Context: an optimization exercise on an open-source flow, tuned for small area and a short achievable clock period. The choices shown serve that exercise and are no tape-out recipe. Function was checked by simulation only, so behaviour that the tests miss may differ from the original. Power and IR drop assume default switching activity.

### run.sh
#!/bin/bash
# synth_recipe.tcl (not shown) runs the flow's synth.tcl, then flattens the netlist and writes it again
# the make line also repeats each setting of config.mk as NAME=value (left out here)
make -C /OpenROAD-flow-scripts/flow DESIGN_CONFIG=/design/flow/config.mk WORK_HOME=/design/flow/orfs CLKGATE_MAP_FILE= SYNTH_SCRIPT=/design/flow/synth_recipe.tcl finish
### config.mk
export PLATFORM = sky130hd
export DESIGN_NAME = DSP
export DESIGN_NICKNAME = DSP
export VERILOG_FILES = /design/flow/design.v
export SDC_FILE = /design/flow/constraint.sdc
export NUM_CORES = 4
export LEC_CHECK = 0
export CAP_MARGIN = 20
export CORE_MARGIN = 2
export CORE_UTILIZATION = 40
export SLEW_MARGIN = 20
### constraint.sdc
create_clock -name core_clock -period 7.0 [get_ports {CLK}]
set_input_delay 1.4000 -clock core_clock [delete_from_list [all_inputs] [get_ports {CLK}]]
set_output_delay 1.4000 -clock core_clock [all_outputs]
set_load 0.01 [all_outputs]
### design.v
module Mux_register(Input,Output,clk,EN,rst);
parameter No_of_bits=5, RSTTYPE="SYNC", sel_en_reg=1;
input [No_of_bits-1:0] Input;
output [No_of_bits-1:0] Output;
input clk, EN, rst;
reg [No_of_bits-1:0] Temp;
generate
if (RSTTYPE=="ASYNC") begin
	always @(posedge clk or posedge rst) begin
		if (rst) begin
			Temp<=0;
		end
		else if (EN) begin
			Temp<=Input;
		end
	end
end 
else begin
	always @(posedge clk) begin
		if (rst) begin
			Temp<=0;
		end
		else if (EN) begin
			Temp<=Input;
		end
	end
end
endgenerate
assign Output=sel_en_reg?Temp:Input;
endmodule
module DSP(A,B,C,D,CARRYIN,M,P,CARRYOUT,CARRYOUTF,CLK,OPMODE,CEA,CEB,CEC,CED,CEM,CEOPMODE,CECARRYIN,CEP,RSTA,RSTB,RSTC,RSTD,RSTM,RSTOPMODE,RSTP,RSTCARRYIN,BCIN,BCOUT,PCIN,PCOUT);
input [17:0] A,B,D,BCIN;
input [47:0] C,PCIN;
input CEA,CEB,CEC,CED,CEM,CEOPMODE,CEP,RSTA,RSTB,RSTC,RSTD,RSTM,RSTOPMODE,RSTP,RSTCARRYIN,CARRYIN,CLK,CECARRYIN;
input [7:0] OPMODE;
output CARRYOUT,CARRYOUTF;
output [17:0] BCOUT;
output [35:0] M;
output [47:0] P, PCOUT;
parameter A0REG=0, A1REG=1, B0REG=0, B1REG=1, CREG=1, DREG=1,
		  MREG=1, PREG=1, CARRYINREG=1, CARRYOUTREG=1, OPMODEREG=1,
		  CARRYINSEL="OPMODE5",B_INPUT="DIRECT",RSSTYPE="SYNC";
wire CYI_in,CYI_out,CYO_in,CYO_out;
wire [17:0] B0_in,A0_out,B0_out,D_out,Pre_adder_out,A1_out,B1_in,B1_out;
wire [47:0] C_out,D_A_B_conc,P_out,post_adder_out;
wire [7:0] OPMODE_out;
wire [35:0] Mul_out,M_out;
reg [47:0] Mux_X_out,Mux_Z_out;
Mux_register #(.No_of_bits(18),.RSTTYPE(RSSTYPE),.sel_en_reg(A0REG)) A0_reg(.Input(A),.Output(A0_out),.clk(CLK),.EN(CEA),.rst(RSTA));
assign B0_in = (B_INPUT=="DIRECT")?B:(B_INPUT=="CASCADE")?BCIN:0;
Mux_register #(.No_of_bits(18),.RSTTYPE(RSSTYPE),.sel_en_reg(B0REG)) B0_reg(.Input(B0_in),.Output(B0_out),.clk(CLK),.EN(CEB),.rst(RSTB));
Mux_register #(.No_of_bits(18),.RSTTYPE(RSSTYPE),.sel_en_reg(DREG)) D0_reg(.Input(D),.Output(D_out),.clk(CLK),.EN(CED),.rst(RSTD));
Mux_register #(.No_of_bits(48),.RSTTYPE(RSSTYPE),.sel_en_reg(CREG)) C0_reg(.Input(C),.Output(C_out),.clk(CLK),.EN(CEC),.rst(RSTC));
Mux_register #(.No_of_bits(8),.RSTTYPE(RSSTYPE),.sel_en_reg(OPMODEREG)) OP_reg(.Input(OPMODE),.Output(OPMODE_out),.clk(CLK),.EN(CEOPMODE),.rst(RSTOPMODE));
assign Pre_adder_out = OPMODE_out[6]?(D_out+B0_out):(D_out-B0_out);
Mux_register #(.No_of_bits(18),.RSTTYPE(RSSTYPE),.sel_en_reg(A1REG)) A1_reg(.Input(A0_out),.Output(A1_out),.clk(CLK),.EN(CEA),.rst(RSTA));
assign B1_in = OPMODE_out[4]?Pre_adder_out:B0_out;
Mux_register #(.No_of_bits(18),.RSTTYPE(RSSTYPE),.sel_en_reg(B1REG)) B1_reg(.Input(B1_in),.Output(B1_out),.clk(CLK),.EN(CEB),.rst(RSTB));
assign BCOUT = B1_out;
assign Mul_out = B1_out*A1_out;
Mux_register #(.No_of_bits(36),.RSTTYPE(RSSTYPE),.sel_en_reg(MREG)) M_reg(.Input(Mul_out),.Output(M_out),.clk(CLK),.EN(CEM),.rst(RSTM));
assign M = M_out;
assign CYI_in = (CARRYINSEL=="OPMODE5")?OPMODE_out[5]:(CARRYINSEL=="CARRYIN")?CARRYIN:0;
Mux_register #(.No_of_bits(1),.RSTTYPE(RSSTYPE),.sel_en_reg(CARRYINREG)) CYI_reg(.Input(CYI_in),.Output(CYI_out),.clk(CLK),.EN(CECARRYIN),.rst(RSTCARRYIN));
assign D_A_B_conc ={D_out[11:0],A0_out,B0_out};
always @(*) begin
	case(OPMODE_out[1:0])
		0:Mux_X_out=0;
		1:Mux_X_out=M_out;
		2:Mux_X_out=P_out;
		default:Mux_X_out=D_A_B_conc;
	endcase
end
always @(*) begin
	case(OPMODE_out[3:2])
		0:Mux_Z_out=0;
		1:Mux_Z_out=PCIN;
		2:Mux_Z_out=P_out;
		default:Mux_Z_out=C_out;
	endcase
end
assign {CYO_in,post_adder_out}=OPMODE_out[7]?(Mux_Z_out-(Mux_X_out+CYI_out)):(Mux_Z_out+Mux_X_out+CYI_out);
Mux_register #(.No_of_bits(1),.RSTTYPE(RSSTYPE),.sel_en_reg(CARRYOUTREG)) CYO_reg(.Input(CYO_in),.Output(CYO_out),.clk(CLK),.EN(CECARRYIN),.rst(RSTCARRYIN));
assign CARRYOUT=CYO_out;
assign CARRYOUTF=CYO_out;
Mux_register #(.No_of_bits(48),.RSTTYPE(RSSTYPE),.sel_en_reg(PREG)) P_reg(.Input(post_adder_out),.Output(P_out),.clk(CLK),.EN(CEP),.rst(RSTP));
assign P = P_out;
assign PCOUT = P_out;
endmodule
==> reports/metrics.yaml <==
outcome: "no timing/DRC/antenna violations"
dieWidth_um: 265.3
grt_pass1_wl_mm: 135.4
finalInstanceArea_um2: 31880
path_max_fanout: 18
worst_r2r_path_depth: 27
io_pins: 346
io_buffers: 326
crit_buf_inv: 8
required_ns: 7.46
chipHeight_um: 265.3
antenna_found_initial: 1
cpPeakStageDelay_ns: 0.55
tightest_slew_ns: 1.089
antenna_left: 0
dieArea_um2: 70370
finalSetupViolCount: 0
grt_pass1_vias: 23090
cts_tree: "yes"
relSlewSlack_pct: 27.28
rr_endpoint: "M_reg.Temp[35]"
synth-async-reset-ratio_pct: 0
rows: 95
finClkSkew_ns: 0.02073
tns_ns: 0
cts_buffers: 17
core-area_um2: 67400
min_path_type: "reg2reg"
ctsResizeCount: 0
syn_avg_cell_area_um2: 8.371
pre_cts_slack_ns: 0.2447
fmax_mhz: 150.3
grt_max_degree: 70
globalRoute.totalOverflow: 0
crit_family: "adder cells"
p_leak_uw: 0.01486
grt_usage_pct: 25.05
cts_root_buffer: "clkbuf_16"
period_share_pct: 95.03
drc: 0
hold_depth: 2
worstHoldStart: "C0_reg.Temp[22]"
start_util_pct: 40.52
power_frac_clock_pct: 21.4
powerDensity_nw_per_um2: 160.8
final_hold_viol_count: 0
wl_mm: 88.60
utilization_pct: 47.31
firstDrtPassIters: 5
synth-seq-area-share_pct: 14.37
period_needed_ns: 6.652
nets: 4182
place_area_um2: 31260
whs_endpoint: "C0_reg.Temp[22]"
clkTransAtPathRegs_ns: 0.09
crit_path_start_kind: "flop"
htreeDepth: 4
post_drt_via_cell_ratio: 5.293
fin_ws_ns: 0.3480
reg2reg_from: "A1_reg.Temp[4]"
place_hpwl_mm: 72.69
rsz0062_at_grt: "false"
ys.flop_type: "dfxtp_1"
yosysWarnings: 7
power.total_uw: 5127
syn_nets: 3984
gp_congestion: 0.9313
slew_viol_final: 0
worstSkewPairLatency_ns: 0.52
area_growth_pct: 16.76
path_common_cell: "fa_1"
synth.distinct_cells: 83
synth-seq-cells: 196
drv_cap: 0
cpMaxStageDelayCell: "fa_1"
drive_above_1_share_pct: 7.026
cts.sinks: 196
ir_drop_mv: 0.1777
ff2ff_setup_slack_ns: 0.35
pwr-share-comb_pct: 51.5
swShare_pct: 43.55
synthCells: 3262
synth_edf_count: 0
drt_iter0_markers: 1466
p_int_uw: 2894
cts_hold_buf: 0
endpoint_kind: "flop"
n_antenna_cell: 0
cp.arrival_ns: 7.12
power.switching_uw: 2233
clock_path_buffers: 2
cts_setup_buffers: 0
post_drt_wl_per_cell_um: 20.39
seqPwrFrac_pct: 27.1
crit_type: "reg2reg"
synth_area_um2: 27310
dr_total_vias: 23000
-- power by group through the flow --
stage	combinational [µW]	clock (µW)	sequential, µW
6_report	2640	1100	1390
3_3_place_gp	2620	0	1410
3_5_place_dp	2620	0	1410
4_1_cts	2640	1130	1390
2_1_floorplan	1790	0	1330
5_1_grt	2910	1160	1400
-- registers in the layout (all words and copies together), names as in the netlist --
signal	cells
C0_reg.Temp	48
P_reg.Temp	48
M_reg.Temp	36
A1_reg.Temp	18
B1_reg.Temp	18
D0_reg.Temp	18
OP_reg.Temp	8
CYI_reg.Temp	1
CYO_reg.Temp	1
-- cells in the final DEF, fill, tap and decap left out, drive strengths merged, types with 19 or more instances in the layout --
cell / instances
inv: 429
clkdlybuf4s50: 321
nand2: 293
nor2: 273
ha: 267
fa: 261
dfxtp: 196
a21oi: 164
mux2i: 159
and2: 136
o21ai: 98
buf: 88
mux2: 86
a22o: 82
xnor2: 82
a21o: 70
a211oi: 60
xor2: 59
nor2b: 39
nor3: 28
nand2b: 22
o21bai: 20
nand4: 19
-- worst reg2reg max path, delay by kind of cell (launching register included) --
kind	cells	cell delay (ns)
AOI/OAI and AO/OA	10	1.75
adders and majority gates	7	3.25
buffers and inverters	8	0.92
DFF	1	0.39
and+or+nand+nor	2	0.25
-- worst max-delay path by stage --
stage | slack (ns) | start | depth (start not counted) | end
2_1_floorplan | 0.52 | B1_reg.Temp[10] | 26 | M_reg.Temp[35]
3_3_place_gp | 0.21 | A1_reg.Temp[8] | 26 | M_reg.Temp[35]
3_5_place_dp | 0.24 | A1_reg.Temp[8] | 26 | M_reg.Temp[35]
4_1_cts | 0.21 | A1_reg.Temp[8] | 26 | M_reg.Temp[35]
5_1_grt | 0.02 | A1_reg.Temp[4] | 27 | M_reg.Temp[35]
6_report | 0.35 | A1_reg.Temp[4] | 27 | M_reg.Temp[35]
-- layout make-up --
class | count | area [µm²]
clock buffers | 17 | 425.4
clock inverters | 15 | 196.4
fillers | 6596 | 35510
inverters | 421 | 1580
multi-input cells | 2415 | 20770
flip-flops and latches | 196 | 3931
well taps | 873 | 1092
repair buffers | 409 | 3889
-- layer usage --
layer | up-vias | track usage (%) | part of all wire [%]
met5 | - | 0 | 0.010
met4 | 2 | 7.833 | 2.8
met3 | 106 | 3.823 | 5.3
met2 | 577 | 43.84 | 49
met1 | 11180 | 31.60 | 43
li1 | 11140 | - | -
-- Yosys cell counts, types with 4 or more instances --
cell type	count	share of area [%]
o211ai_1	12	0.33
a21o_1	70	1.9
a41oi_1	5	0.16
a21boi_0	7	0.19
xor2_1	59	1.9
inv_1	420	5.8
or3_1	7	0.16
mux2i_1	159	5.8
nor2_1	273	3.8
o31ai_2	4	0.18
o21ai_0	89	1.6
nand3b_1	4	0.11
xnor2_1	82	2.6
and3_1	15	0.34
buf_4	49	1.3
o21bai_1	20	0.55
nand3_1	18	0.33
nor3_1	27	0.49
nor4_1	7	0.16
nand4_1	19	0.44
or2_2	4	0.092
mux2_2	85	3.5
a211o_1	6	0.19
a311oi_1	9	0.29
buf_1	28	0.38
clkbuf_1	151	2.1
a211oi_1	58	1.6
and4_1	4	0.13
and2_1	136	3.1
o211a_1	4	0.15
o21ai_1	9	0.16
a22o_1	82	2.6
a21oi_1	161	3.0
o21a_1	16	0.44
nand2b_1	22	0.50
o22ai_1	9	0.21
ha_1	267	12
o31ai_1	6	0.16
dfxtp_1	196	14
fa_1	261	19
nor2b_1	39	0.89
a31oi_1	15	0.34
nand2_1	293	4.0
-- kinds of logic after synthesis --
kind of cell / synth area share (%)
XOR/XNOR: 4.523
AO/OA/AOI/OAI: 15.80
buffers and inverters: 9.632
AND/OR/NAND/NOR: 14.93
flip-flops: 14.37
multiplexers: 9.375
adder cells (fa/ha/maj): 31.37
-- metrics by stage --
step           hold WS (ns)  instances
5_1_grt              0.5188       4346
6_report             0.4914       4346
2_1_floorplan        0.4544       3262
4_1_cts              0.4960       4346
3_5_place_dp         0.4784       4314
3_3_place_gp         0.4680       4314

==> static timing again, ports no longer ideal <==
The results above use ideal ports. As a check the final layout listed here was re-extracted and re-timed, cells and wires unchanged. Step 1 sets driving cells, clkbuf_16 on the clock port and buf_2 on the other inputs (assumed; they add their load-dependent delay and slew). Step 2 also shifts input and output timing later by t, the mid clock arrival at the registers, as if the neighbouring blocks saw the same clock. Slacks: ideal / step 1 / step 2; pairs: ideal / step 1.
t (ns): 0.574
setup slack, ns: 0.348 / 0.348 / 0.348
worst setup path after step 2: register to register
worst data-port slew with drivers (ns): 0.08
After both steps setup and hold are still met in this run. The setup slack of this run moves by 0.000 ns with the drivers and by 0.000 ns with both steps.
